From an optimization exercise on the open Yosys and OpenROAD flow, aimed at small area; shortcuts taken in it are not production practice.
The RTL was checked by simulation tests, not by an equivalence proof against the original design.

==> trial 63: inputs <==
## Datapath
module Datapath(
input clk,
input reset,
output [15:0] PC_F,
output [15:0] PC_D,
output [15:0] PC_Alu,
output [3:0] rd,
output [15:0] ALU_Result,Mem_Output,Data_Write,
input [18:0] imem_data,
input [15:0] dmem_rdata,
output [7:0] dmem_addr,
output [15:0] dmem_wdata,
output [1:0] dmem_be,
output dmem_re
);
export LEC_CHECK = 0
export CAP_MARGIN = 20
export CORE_MARGIN = 2
export CORE_UTILIZATION = 60
export SLEW_MARGIN = 20
create_clock -name core_clock -period 55.0 [get_ports {clk}]
run.sh (not shown) runs the stock make flow with config.mk's settings and CLKGATE_MAP_FILE= SYNTH_SCRIPT=/design/flow/synth_recipe.tcl, a recipe that flattens the netlist after the stock synthesis.
==> build 95: changes against trial 63 <==
--- a/flow/design.v
+++ b/flow/design.v
@@ -116,32 +116,33 @@
 wire fm2 = we_m && (rd_m == rs2_e) && (rs2_e != 4'd0);
 wire [15:0] a = re1_e ? (fm1 ? res_m : rd1) : 16'd0;
 wire [15:0] b = re2_e ? (fm2 ? res_m : rd2) : 16'd0;
 wire sub = (fn_e == 4'd1) || (fn_e == 4'd5);
 wire cin = (fn_e == 4'd1) || (fn_e == 4'd4);
 wire [15:0] sum = a + (sub ? ~b : b) + {15'd0, cin};
 wire [15:0] prod, quot;
+wire [15:0] axb = a ^ b;      
 Mul16 MU(a, b, prod);
 Div16 DU(a, b, quot);
 reg [15:0] rres;
 always @(*)
     case (fn_e)
     4'd0, 4'd1, 4'd4, 4'd5: rres = sum;
     4'd2:  rres = prod;
     4'd3:  rres = quot;
     4'd6:  rres = a & b;
     4'd7:  rres = a | b;
-    4'd8:  rres = a ^ b;
+    4'd8:  rres = axb;
     4'd9:  rres = ~a;
     4'd11: rres = {b[7:6],b[3:2],b[9:8],b[13:12],b[1:0],b[15:14],b[5:4],b[11:10]};
     4'd12: rres = {b[5:4],b[9:8],b[1:0],b[11:10],b[15:14],b[3:2],b[13:12],b[7:6]};
     default: rres = 16'd0;
     endcase
 wire [15:0] result = r_e ? rres : (call_e ? pcm3 : 16'd0);
-wire eq = (a == b);
+wire eq = ~|axb;
 assign taken = (beq_e && eq) || (bne_e && !eq) || j_e;
 reg  [3:0]  sp;
 reg         emp, ful;
 wire [255:0] sk;                 
 assign sk[15:0] = 16'd0;
 wire push = call_e && !ful;
 wire pop  = ret_e && !emp;
==> flow/flow/run.sh (new file) <==
#!/bin/bash
# The standard layout (the standard.sh, standard synthesis unchanged) with these
# changes to how it is made:
#  * port buffers use the smallest buffer, sky130_fd_sc_hd__buf_1, instead of the
#    resizer's default choice (every input and output port still gets a buffer);
#  * clock tree synthesis inserts no dummy loads and uses clkbuf_8 below a clkbuf_16 root;
#  * after global routing, non-critical gates are downsized (RECOVER_POWER=100).
# make's full output goes to flow_make.log in this folder; the ORFS step logs are
# under orfs/logs/.
set -euo pipefail
bash standard.sh \
  "BUFFER_PORTS_ARGS=-buffer_cell sky130_fd_sc_hd__buf_1" \
  "CTS_ARGS=-sink_clustering_enable -repair_clock_nets -dont_use_dummy_load -buf_list sky130_fd_sc_hd__clkbuf_8 -root_buf sky130_fd_sc_hd__clkbuf_16" \
  "RECOVER_POWER=100" \
  finish > flow_make.log 2>&1
==> flow/standard.sh (new file) <==
#!/bin/bash
# synth_recipe.tcl (not shown) runs the flow's synth.tcl, then flattens the netlist and writes it again
# the make line also repeats each setting of config.mk as NAME=value (left out here)
make -C /OpenROAD-flow-scripts/flow DESIGN_CONFIG=/design/flow/config.mk WORK_HOME=/design/flow/orfs CLKGATE_MAP_FILE= SYNTH_SCRIPT=/design/flow/synth_recipe.tcl "${@:-finish}"
==> flow/config.mk (replaced) <==
export PLATFORM = sky130hd
export DESIGN_NAME = Datapath
export DESIGN_NICKNAME = Datapath
export VERILOG_FILES = /design/flow/design.v
export SDC_FILE = /design/flow/constraint.sdc
export NUM_CORES = 4
export LEC_CHECK = 0
export CAP_MARGIN = 20
export CORE_MARGIN = 2
export CORE_UTILIZATION = 40
export SLEW_MARGIN = 20
removed: flow/run.sh
==> impl_metrics.tcl <==
set metrics [dict create \
    status "no timing/DRC/antenna violations" \
    dp.cells 5002 \
    fin_cells 5126 \
    clk_latency_ns 0.65 \
    fillers 5114 \
    synthAdderAreaFrac_pct 11.5 \
    slew_headroom_pct 13.0 \
    drt_wl_total_um 164000 \
]
Source of the figures above: trial 63

==> impl_metrics.tcl <==
set metrics [dict create \
    slew_headroom_pct -168 \
    so.violations "capacitance limit, slew limit" \
    status "complete, but fails checks" \
    drt_wl_total_um 167000 \
    synthAdderAreaFrac_pct 11.6 \
    final_max_slew_viol_count 680 \
    dp.cells 5430 \
    clk_latency_ns 0.62 \
    drv_cap 34 \
    fin_cells 5529 \
]
Source of the figures above: build 95

==> what the ideal ports hide <==
In the flow no input, the clock included, has a driving cell. The finished layouts below were timed again as built, in two steps. Step 1 assumes that a clkbuf_16 drives the clock port and a buf_2 every other input. Step 2 also shifts input and output timing later by t, the mid clock arrival at the registers, as if the neighbouring blocks saw the same clock. a / b / c = ideal ports / drivers / drivers and shift; a / b = the first two.
run | t (ns) | setup slack, ns | worst slew at a driven data input, ns
trial 63 | 0.689 | 7.734 / 7.671 / 8.360 | 0.04
build 95 | 0.666 | 5.291 / 5.228 / 5.894 | 0.04
